Source: an optimization exercise on an open RTL-to-GDS flow (aim: small area, a short achievable clock period and few clock cycles). Production flows keep margins and buffers that such runs may drop.
Only simulation tests tie the RTL to the original design; equivalence was not proved.

`design.v`:
```
`timescale 1ns / 1ps
module MUL_DIV(
	input clk,
	input reset,
	input [31:0] SrcA,
	input [31:0] SrcB,
	input [2:0] Mul_Div_ctr,
	input Start,
	input EI_HILO_ctr,			 
	input ExcReq_E,				 
	output reg Busy,
	output reg [31:0] HI,
	output reg [31:0] LO
	);
	reg [3:0] count; 
	reg [2:0] MD_ctr;
	wire [31:0] SrcA_Ext;
	wire [31:0] SrcB_Ext;
	reg [31:0] SrcA_reg;
	reg [31:0] SrcB_reg;
	assign SrcA_Ext = ((Mul_Div_ctr == 3'b100) || (Mul_Div_ctr == 3'b110))?  $signed(SrcA): 
							((Mul_Div_ctr == 3'b011) || (Mul_Div_ctr == 3'b101))?  $unsigned(SrcA):
																									$unsigned(SrcA);
	assign SrcB_Ext = ((Mul_Div_ctr == 3'b100) || (Mul_Div_ctr == 3'b110))?  $signed(SrcB): 
							((Mul_Div_ctr == 3'b011) || (Mul_Div_ctr == 3'b101))?  $unsigned(SrcB):
																									$unsigned(SrcB);
	always@(posedge clk)                                                                         
		begin
			if(reset)
				begin
					count <= 0;
					MD_ctr <= 0;
					SrcA_reg <= 0;
					SrcB_reg <= 0;
					Busy <= 0;
					HI <= 0;
					LO <= 0;
				end
			else
				begin
					if(MD_ctr == 3'b011)
						begin
							if(Busy)																								  
								begin
									count <= count + 1;
								end
							if(count == 4'b0011)
								begin
									{HI, LO} <= SrcA_reg * SrcB_reg;
									Busy <= 0;
									count <= 0;
									MD_ctr <= 3'b000;
								end
						end
					else if(MD_ctr == 3'b100)
						begin
							if(Busy)																								  
								begin
									count <= count + 1;
								end
							if(count == 4'b0011)
								begin
									{HI, LO} <= $signed(SrcA_reg) * $signed(SrcB_reg);
									Busy <= 0;
									count <= 0;
									MD_ctr <= 3'b000;
								end
						end
					else if(MD_ctr == 3'b101)
						begin
							if(Busy)
								begin
									count <= count + 1;
								end
							if(count == 4'b1000)
								begin
									if(SrcB_reg == 32'b0)
										begin
											HI <= SrcA_reg;
											LO <= 32'hffffffff;
										end
									else
										begin
											HI <= SrcA_reg % SrcB_reg;
											LO <= SrcA_reg / SrcB_reg;
										end
									Busy <= 0;
									count <= 0;
									MD_ctr <= 3'b000;
								end
						end
					else if(MD_ctr == 3'b110)
						begin
							if(Busy)
								begin
									count <= count + 1;
								end
							if(count == 4'b1000)
								begin
									if(SrcB_reg == 32'b0)
										begin
											HI <= SrcA_reg;
											LO <= 32'hffffffff;
										end
									else if((SrcA_reg == 32'h80000000) && (SrcB_reg == 32'hffffffff))
										begin
											HI <= 32'b0;
											LO <= 32'h80000000;
										end
									else
										begin
											HI <= $signed(SrcA_reg) % $signed(SrcB_reg);
											LO <= $signed(SrcA_reg) / $signed(SrcB_reg);
										end
									Busy <= 0;
									count <= 0;
									MD_ctr <= 3'b000;
								end
						end
					else if((Mul_Div_ctr == 3'b001) && (EI_HILO_ctr == 0) && (ExcReq_E == 0))  HI <= SrcA;  
					else if((Mul_Div_ctr == 3'b010) && (EI_HILO_ctr == 0) && (ExcReq_E == 0)) LO <= SrcA;
					else if((Start) && (EI_HILO_ctr == 0) && (ExcReq_E == 0))
						begin
							Busy <= 1'b1;
							MD_ctr <= Mul_Div_ctr;
							SrcA_reg <= SrcA_Ext;
							SrcB_reg <= SrcB_Ext;																			   
						end
				end
		end
endmodule
```
`run.sh`:
```
#!/bin/bash
# synth_recipe.tcl (not shown) runs the flow's synth.tcl, then flattens the netlist and writes it again
# the make line also repeats each setting of config.mk as NAME=value (left out here)
make -C /OpenROAD-flow-scripts/flow DESIGN_CONFIG=/design/flow/config.mk WORK_HOME=/design/flow/orfs CLKGATE_MAP_FILE= SYNTH_SCRIPT=/design/flow/synth_recipe.tcl finish
```
`config.mk`:
```
export PLATFORM = sky130hd
export DESIGN_NAME = MUL_DIV
export DESIGN_NICKNAME = MUL_DIV
export VERILOG_FILES = /design/flow/design.v
export SDC_FILE = /design/flow/constraint.sdc
export NUM_CORES = 4
export LEC_CHECK = 0
export CAP_MARGIN = 40
export CORE_MARGIN = 2
export CORE_UTILIZATION = 40
export SLEW_MARGIN = 30
```
`constraint.sdc`:
```
create_clock -name core_clock -period 100.0 [get_ports {clk}]
set_input_delay 20.0000 -clock core_clock [delete_from_list [all_inputs] [get_ports {clk}]]
set_output_delay 20.0000 -clock core_clock [all_outputs]
set_load 0.01 [all_outputs]
```
==> impl_metrics.env <==
export IMPL_numCtsBuffers=25
export IMPL_hpwl_um=469800
export IMPL_post_route_util_pct=43.10
export IMPL_worst_setup_path_start_kind="flop"
export IMPL_finalHoldViolCount=0
export IMPL_drt_pre_antenna_iters=9
export IMPL_endpoint_kind="flop"
export IMPL_die_w_um=550.5
export IMPL_yosys_warnings=1
export IMPL_synthTopCellsByArea="fa_1 (25%), ha_1 (15%), nand2_1 (6.4%), inv_1 (5.6%), a21oi_1 (4.7%)"
export IMPL_ctsLongestPathBuffers=3
export IMPL_hold_class="reg2reg"
export IMPL_status="no timing/DRC/antenna violations"
export IMPL_avgSynthCellArea_sq_um=7.553
export IMPL_vias_per_cell=6.253
export IMPL_syn_cell_area_sq_mm=0.1195
export IMPL_gp_congestion=1.097
export IMPL_wire_per_inst_um=29.92
export IMPL_initial_core_util_pct=40.22
export IMPL_syn2layout_area_growth_pct=7.143
export IMPL_drive_above_1_share_pct=6.189
export IMPL_synth_edf_count=0
export IMPL_cts_setup_buffers=0
export IMPL_drt_total_wl_um=589900
export IMPL_cpMostUsedCell="ha_1"
export IMPL_fp_coreArea_sq_mm=0.2970
export IMPL_yosysMostFrequentCell="nand2_1"
export IMPL_grt_use_total_pct=38.22
export IMPL_post_place_ws_ns=3.499
export IMPL_cts_tree="yes"
export IMPL_fmax_mhz=10.38
export IMPL_ys_ff_latch=136
export IMPL_fill_cells=30630
export IMPL_worstSetupPathType="reg2reg"
export IMPL_synthesis_nets=18822
export IMPL_cts_sinks=136
export IMPL_cts_clk_slew_worst_paths_ns=0.06
export IMPL_ys_flop_type="dfxtp_1"
export IMPL_dieArea_sq_mm=0.3031
export IMPL_async_flop_share_pct=0
export IMPL_maxCapViolCount=0
export IMPL_tightest_slew_ns=1.174
export IMPL_path_max_fanout=45
export IMPL_arrival_ns=96.76
export IMPL_grt_setup_unrepaired="false"
export IMPL_finalSetupViolCount=0
export IMPL_grt_pass1_wl_um=842400
export IMPL_grt_pass1_vias=118686
export IMPL_synthTopCellsByCount="nand2_1 (2034), inv_1 (1786), fa_1 (1474)"
export IMPL_clockRootBuffer="clkbuf_16"
export IMPL_hold_ws_ns=0.4498
export IMPL_tns_ns=0
export IMPL_critPathRequiredTime_ns=100.47
export IMPL_finalCriticalPeriod_ns=96.29
export IMPL_dp_cells=19632
export IMPL_drtAntennaViolNets=0
export IMPL_die_y_um=550.5
export IMPL_synth_seq_area_share_pct=2.279
export IMPL_num_vias=123281
export IMPL_htree_levels=4
export IMPL_final_area_sq_mm=0.1280
export IMPL_globalRouteOverflowTotal=0
export IMPL_ioPinCount=137
export IMPL_layout_setup_ws_ns=3.706
export IMPL_nNetsFinal=18751
export IMPL_rows=200
export IMPL_syn_inst=15818
export IMPL_grt_max_degree=80
export IMPL_yosysUniqueCellTypes=103
export IMPL_synth_top_area_share_pct=24.70
export IMPL_holdBufCountCts=0
export IMPL_slowest_stage="a211oi_2"
export IMPL_grt_antenna_before_repair=62
export IMPL_portBuffers=136
export IMPL_slew_violations=0
export IMPL_drtIter0Drc=14886
export IMPL_clk_latency_ns=0.58
export IMPL_cpPeakStageDelay_ns=0.81
export IMPL_drc=0
export IMPL_relSlewSlack_pct=20.66
export IMPL_cts_resized_gates=0
export IMPL_placed_cell_area_sq_mm=0.1269
export IMPL_finalCritPeriodShare_pct=96.29
export IMPL_instances_no_fill=19715
export IMPL_synth_largest_area_cell="fa_1"
export IMPL_clock_skew_ns=0.04635
-- critical path: cells and delay by family, from the launching register on --
kind	cells	cell delay [ns]
flip-flops	1	0.31
AO/OA/AOI/OAI	171	46.59
AND/OR/NAND/NOR	108	27.88
multiplexers	4	1.36
XOR/XNOR	2	0.85
buffers and inverters	30	8.45
adder cells (fa/ha/maj)	32	10.41
-- per-layer routing --
layer	up-vias	routed length [um]	track usage, %
li1	54234	-	-
met1	60049	225400	47.71
met2	7119	243400	56.63
met3	1827	66780	10.27
met4	52	53940	27.74
met5	-	380	0.1407
-- cell families (layout without fill, tap and decap cells) --
| logic type | count (synthesis) | after routing | share of synthesized area, % |
|---|---|---|---|
| and+or+nand+nor | 5272 | 5272 | 20.05 |
| AOI/OAI and AO/OA | 3864 | 3865 | 21.24 |
| adders and majority gates | 2932 | 2932 | 39.97 |
| buffers and inverters | 2472 | 2406 | 7.798 |
| xor gates and xnor gates | 970 | 970 | 7.111 |
| muxes | 172 | 172 | 1.554 |
| DFF | 136 | 136 | 2.279 |
| other | 0 | 23 | 0 |
-- path summary, 6_finish.rpt --
check | start | end | slack, ns | depth (start not counted)
max | SrcB_reg[0]$_SDFFE_PP0P_ | LO[21]$_SDFFE_PP0P_ | 3.71 | 347
min | LO[23]$_SDFFE_PP0P_ | LO[23]$_SDFFE_PP0P_ | 0.45 | 2
max reg2reg | SrcB_reg[0]$_SDFFE_PP0P_ | LO[21]$_SDFFE_PP0P_ | 3.71 | 347
min reg2reg | LO[23]$_SDFFE_PP0P_ | LO[23]$_SDFFE_PP0P_ | 0.45 | 2
-- layout by cell type, fill, tap and decap left out, types with 117 or more instances in the layout --
cell type	netlist	routed
a211oi_1	130	126
a21o_1	395	395
a21oi_1	1118	1111
a31oi_1	172	169
and2_1	181	181
buf_4	1	379
clkdlybuf4s50_1	0	135
fa_1	1474	1473
ha_1	1458	1458
inv_1	1786	1772
nand2_1	2034	2032
nand3_1	298	293
nand4_1	141	141
nor2_1	1428	1418
nor2b_1	117	117
nor3_1	318	311
o211ai_1	140	140
o21a_1	245	243
o21ai_0	648	641
or3_1	150	150
xnor2_1	598	582
xor2_1	372	372
-- cell type report --
type	count	area, sq um	share of cell area, %
Multi-Input combinational cell	13211	108100	84.42
Inverter	1805	6782	5.298
Tap cell	3939	4928	3.850
Timing Repair Buffer	568	4686	3.660
Sequential cell	136	2805	2.191
Clock buffer	29	660.6	0.5161
Antenna cell	23	57.56	0.04496
Clock inverter	4	20.02	0.01564
Testbench counts, summed over its fixed seeds: cycles 91,326.

-- static timing again, ports no longer ideal --
No port has a modelled driver above. Below, the same layout with a new extraction and two added sets of constraints. Step 1 sets driving cells, clkbuf_16 on the clock port and buf_2 on the other inputs (assumed; they add their load-dependent delay and slew). Step 2 adds t to the input delays and takes it off the output delays; t is the mean of the earliest and latest rising clock arrival at the registers after step 1. Input paths then give back, and output paths get back, about the clock's delay inside the block. a / b / c = ideal / step 1 / step 2; a / b = the first two.
t (ns): 0.627
slack for setup (ns): 3.706 / 3.706 / 3.706
worst setup path after step 2: register to register
worst data-port slew with drivers (ns): 0.12
cell pins on the clock port's net: 1
After both steps this run still meets setup and hold. The setup slack of this run moves by 0.000 ns with the drivers and by 0.000 ns with both steps.
